From an optimization exercise on the open Yosys and OpenROAD flow, aimed at small area; shortcuts taken in it are not production practice.
Where RTL was checked, it was by simulation tests only, not by an equivalence proof against the original.
Power is estimated from default activity; no workload was simulated.

== purple ==
## apb_i2c_master
module apb_i2c_master #(
  parameter int APB_ADDR_WIDTH = 8,
  parameter int CLK_DIV_WIDTH  = 16
) (
  input  logic                      pclk,
  input  logic                      presetn,
  input  logic [APB_ADDR_WIDTH-1:0] paddr,
  input  logic                      psel,
  input  logic                      penable,
  input  logic                      pwrite,
  input  logic [31:0]               pwdata,
  output logic [31:0]               prdata,
  output logic                      pready,
  output logic                      pslverr,
  input  logic                      scl_i,
  output logic                      scl_o,
  output logic                      scl_oe,
  output logic                      sda_o,
  output logic                      sda_oe,
  input  logic                      sda_i,
  output logic                      irq
);
Size in the first run: about 380 cells after synthesis, ~86 I/O pins, roughly 0.0042 sq mm of cells after synthesis.
export LEC_CHECK = 0
export CAP_MARGIN = 20
export CORE_MARGIN = 2
export CORE_UTILIZATION = 65
export PLACE_DENSITY = 0.8
export SLEW_MARGIN = 20
create_clock -name core_clock -period 10.0 [get_ports {pclk}]
standard.sh (not shown) runs the stock make flow with config.mk's settings and CLKGATE_MAP_FILE= SYNTH_SCRIPT=/design/flow/synth_recipe.tcl, a recipe that flattens the netlist after the stock synthesis.
==> flow/flow/run.sh <==
#!/bin/bash
# Standard ORFS layout (the standard.sh) with:
#  - the standard synthesis, whose combinational logic is then re-mapped for
#    area by Yosys/ABC (registers untouched, see flow/resyn.ys);
#  - the smallest drive strength for every logic cell after floorplan, the
#    later repair steps sizing up what timing, slew or capacitance need;
#  - buf_1 port buffers, one tie cell per level, no dummy clock loads.
set -euo pipefail
W=$PWD
R=$W/orfs/results/sky130hd/apb_i2c_master/base
LIB=$FLOW_HOME/platforms/sky130hd/lib/sky130_fd_sc_hd__tt_025C_1v80.lib
bash standard.sh synth > synth.log 2>&1
cp $R/1_2_yosys.v $W/standard_1_2_yosys.v
DU=""
for c in $(sed -n '/^export DONT_USE_CELLS/,/^$/p' $FLOW_HOME/platforms/sky130hd/config.mk | grep -o 'sky130_fd_sc_hd__[a-z0-9_]*'); do DU="$DU -dont_use $c"; done
# four seeds of the same re-mapping in parallel; the smallest netlist is kept
best=""; best_area=""
for s in 1 2 3 4; do
  sed "s|@SEED@|$s|" flow/resyn.abc.in > $W/resyn_$s.abc
  sed -e "s|@LIB@|$LIB|g" -e "s|@NETLIST@|$W/standard_1_2_yosys.v|" -e "s|@DONTUSE@|$DU|" \
      -e "s|@ABC@|$W/resyn_$s.abc|" -e "s|@OUT@|$W/resyn_$s.v|" -e "s|resyn_stat.txt|resyn_stat_$s.txt|" \
      flow/resyn.ys > $W/resyn_run_$s.ys
  yosys -s $W/resyn_run_$s.ys > resyn_$s.log 2>&1 &
done
wait
for s in 1 2 3 4; do
  a=$(sed -n "/=== apb_i2c_master ===/,/Chip area for module/p" resyn_stat_$s.txt 2>/dev/null | awk '/Chip area/ {print $NF}' || true)
  echo "seed $s: $a" >> resyn_choice.log
  if [[ -n "$a" && -f $W/resyn_$s.v ]] && { [[ -z "$best" ]] || awk -v a="$a" -v b="$best_area" 'BEGIN {exit !(a < b)}'; }; then
    best=$s; best_area=$a
  fi
done
echo "kept seed $best ($best_area)" >> resyn_choice.log
cp $W/resyn_$best.v $R/1_2_yosys.v
touch $R/1_2_yosys.v
export BUFFER_PORTS_ARGS="-buffer_cell sky130_fd_sc_hd__buf_1"
export SKIP_REPAIR_TIE_FANOUT=1
export POST_FLOORPLAN_TCL="$W/flow/downsize.tcl"
export CTS_ARGS="-sink_clustering_enable -repair_clock_nets -dont_use_dummy_load -buf_list sky130_fd_sc_hd__clkbuf_4 -root_buf sky130_fd_sc_hd__clkbuf_8 -sink_clustering_size 10 -sink_clustering_max_diameter 60"
bash standard.sh > standard.log 2>&1
Other scripts of this flow, unchanged in this note and not shown: flow/flow/downsize.tcl, flow/flow/resyn.abc.in, flow/flow/resyn.ys
purple: done, clean on timing, DRC and antenna
Setup changes, purple to orange
-- flow/design.v --
<<< purple, line 268
      rxdata_reg <= {shift_reg[6:0], sda_sync};
  always_ff @(posedge pclk) begin
    just_accepted <= st_idle & (cmd_reg != 5'd0);
    error_event   <= en & ((st_idle & (cmd_reg != 5'd0) & illegal) | arb_lost |
                           (ack_sample & sda_sync) |
>>> orange, line 268
      rxdata_reg <= {shift_reg[6:0], sda_sync};
  always_ff @(posedge pclk) begin
    just_accepted <= accept;
    error_event   <= en & ((st_idle & (cmd_reg != 5'd0) & illegal) | arb_lost |
                           (ack_sample & sda_sync) |
Notes after the runs:
- orange vs purple: internal portion of total power up
- Area: orange vs purple -> orange smaller
- The higher worst relative slew slack came out of orange.
- purple → orange: final period utilization roughly the same; final total power higher.
- Looking at transition at the pin with the smallest max-transition slack, orange sits below purple.
- Sequential cell fraction of total power ends up lower on orange.
- Post-detailed-routing wire length (higher): orange
- The setup slack in orange was lower than what purple gave.

========
Another version of the RTL of apb_i2c_master (not shown whole).
Size in the first run: roughly 440 cells after synthesis, roughly 86 I/O pins, roughly 4600 um2 of cells after synthesis.
clock: 10.0 ns
lec_check: 0
cap_margin: 20
core_margin: 2
core_utilization: 40
slew_margin: 20
==> flow/flow/run.sh <==
#!/bin/bash
# Standard ORFS layout (the standard.sh) with:
#  - the standard synthesis, whose combinational logic is then re-mapped for
#    area by Yosys/ABC (registers untouched, see flow/resyn.ys);
#  - the smallest drive strength for every logic cell after floorplan, the
#    later repair steps sizing up what timing, slew or capacitance need;
#  - buf_1 port buffers, one tie cell per level, no dummy clock loads.
set -euo pipefail
W=$PWD
R=$W/orfs/results/sky130hd/apb_i2c_master/base
LIB=$FLOW_HOME/platforms/sky130hd/lib/sky130_fd_sc_hd__tt_025C_1v80.lib
bash standard.sh synth > synth.log 2>&1
cp $R/1_2_yosys.v $W/standard_1_2_yosys.v
DU=""
for c in $(sed -n '/^export DONT_USE_CELLS/,/^$/p' $FLOW_HOME/platforms/sky130hd/config.mk | grep -o 'sky130_fd_sc_hd__[a-z0-9_]*'); do DU="$DU -dont_use $c"; done
sed -e "s|@LIB@|$LIB|g" -e "s|@NETLIST@|$W/standard_1_2_yosys.v|" -e "s|@DONTUSE@|$DU|" \
    -e "s|@ABC@|$W/flow/resyn.abc|" -e "s|@OUT@|$W/resyn_1_2_yosys.v|" flow/resyn.ys > $W/resyn_run.ys
yosys -s $W/resyn_run.ys > resyn.log 2>&1
cp $W/resyn_1_2_yosys.v $R/1_2_yosys.v
touch $R/1_2_yosys.v
export BUFFER_PORTS_ARGS="-buffer_cell sky130_fd_sc_hd__buf_1"
export SKIP_REPAIR_TIE_FANOUT=1
export POST_FLOORPLAN_TCL="$W/flow/downsize.tcl"
export CTS_ARGS="-sink_clustering_enable -repair_clock_nets -dont_use_dummy_load -buf_list sky130_fd_sc_hd__clkbuf_4 -root_buf sky130_fd_sc_hd__clkbuf_8 -sink_clustering_size 10 -sink_clustering_max_diameter 60"
bash standard.sh > standard.log 2>&1
Other scripts of this flow, unchanged in this note and not shown: flow/flow/downsize.tcl, flow/flow/resyn.abc, flow/flow/resyn.ys
Next try:
--- a/flow/design.v
+++ b/flow/design.v
@@ -37,19 +37,18 @@
   logic                     tx_buffer_valid;
   logic                     irq_done, irq_err;
   logic [1:0]               irq_en;
   logic st_busy, st_tip, st_rxv, st_txe, st_stretch, st_irqp;
   logic res_nack, res_arb, res_cmderr;
   logic [2:0] state;
   logic       active_stop, active_read, active_ack;
+  logic       ack_from_slave;
   logic [8:0] shift_reg;
-  wire        ack_from_slave = shift_reg[8];
-  wire        set_rx_valid = (state == ACK_PHASE) & ~shift_reg[8] & shift_reg[7];
   logic       scl_drive_low, sda_drive_low;
-  logic       error_event, just_accepted;
+  logic       error_event, just_accepted, set_rx_valid;
   logic [2:0] scl_filter, sda_filter;
   logic       scl_sync, sda_sync, sda_sync_d;
   logic       bus_busy;
   logic [CLK_DIV_WIDTH-1:0] clk_cnt;
   logic                     scl_tick;
   wire cmd_start = cmd_reg[0];
   wire cmd_stop  = cmd_reg[1];
@@ -247,31 +246,34 @@
   wire stop_only = cmd_stop & ~cmd_start & ~wr_or_rd;
   always_ff @(posedge pclk) begin
     if (en) begin
       if (st_idle) begin
         active_stop    <= cmd_stop;
         active_read    <= cmd_read;
         active_ack     <= cmd_ack;
+        ack_from_slave <= 1'b1;
         shift_reg      <= {txdata_reg, 1'b1};
       end
-      if (state == BIT_SEND && scl_tick && (!scl_drive_low || shift_reg[6:0] == 7'd0))
+      if (state == BIT_SEND && scl_tick && !scl_drive_low)
         shift_reg <= {shift_reg[7:0], 1'b0};
       if (ack_sample)
         shift_reg <= 9'd1;
-      if (state == BIT_RECV && scl_tick && scl_drive_low && !shift_reg[7])
+      if (state == BIT_RECV && scl_tick && scl_drive_low) begin
         shift_reg <= {shift_reg[7:0], sda_sync};
-      if (set_rx_valid)
-        shift_reg[7] <= 1'b0;
+        if (shift_reg[7])
+          ack_from_slave <= 1'b0;
+      end
     end
   end
   always_ff @(posedge pclk)
     if (en && state == BIT_RECV && scl_tick && scl_drive_low && shift_reg[7])
       rxdata_reg <= {shift_reg[6:0], sda_sync};
   always_ff @(posedge pclk) begin
     just_accepted <= accept;
+    set_rx_valid  <= en & (state == BIT_RECV) & scl_tick & scl_drive_low & shift_reg[7];
     error_event   <= en & ((st_idle & (cmd_reg != 5'd0) & illegal) | arb_lost |
                            (ack_sample & sda_sync) |
                            (st_complete & (just_accepted | res_nack | res_arb)));
   end
   always_ff @(posedge pclk or negedge presetn) begin
     if (!presetn) begin
       state         <= IDLE;
=> Die area came out higher by 1.7%. Register-to-register slack is worse by 20 ps. Area after synthesis came out higher by about 1.8%. Routed wire length came out higher by about 1.1%. Design area came out higher by about 1.4%. Global-route usage came out higher by 0.67 points. Worst setup slack is worse by 83 ps. Total power came out higher by 2.2%. Maximum frequency came out lower by about 1.3%. Clock-buffer cell count does not change. Cell count came out higher by about 0.3%. Non-clock buffer count came out lower by 2. Critical path depth came out lower by 1. Sequential cell count came out higher by 2.
Function was not checked in any run of this note: the RTL went through the layout flow alone.

==> afterwards: timing with drivers on the ports <==
The flow's constraints put no driver on any port. The routed layouts listed below were extracted and timed again, unchanged, in two steps. Step 1 (the two cells are an assumption about what drives the block):
set clk [get_ports {pclk}]
set_driving_cell -lib_cell sky130_fd_sc_hd__clkbuf_16 $clk
set_driving_cell -lib_cell sky130_fd_sc_hd__buf_2 [delete_from_list [all_inputs] $clk]
Step 2 also shifts input and output timing later by t, the mid clock arrival at the registers, as if the neighbouring blocks saw the same clock. Slacks: ideal / step 1 / step 2; pairs: ideal / step 1.
run	shift t [ns]	setup WS [ns]	hold WS [ns]	cell pins on the clock port's net
purple	0.386	4.025 / 4.003 / 4.003	0.379 / 0.379 / 0.379	1
orange	0.387	4.014 / 3.989 / 3.989	0.383 / 0.383 / 0.383	1
the first run of note 2	0.392	3.895 / 3.874 / 3.874	0.381 / 0.381 / 0.381	1
the second run of note 2	0.399	3.812 / 3.792 / 3.792	0.376 / 0.376 / 0.376	1
After both steps setup and hold are still met in every run listed. For orange, which loses most, drivers alone change the setup slack by -0.025 ns; drivers and shift together by -0.025 ns.
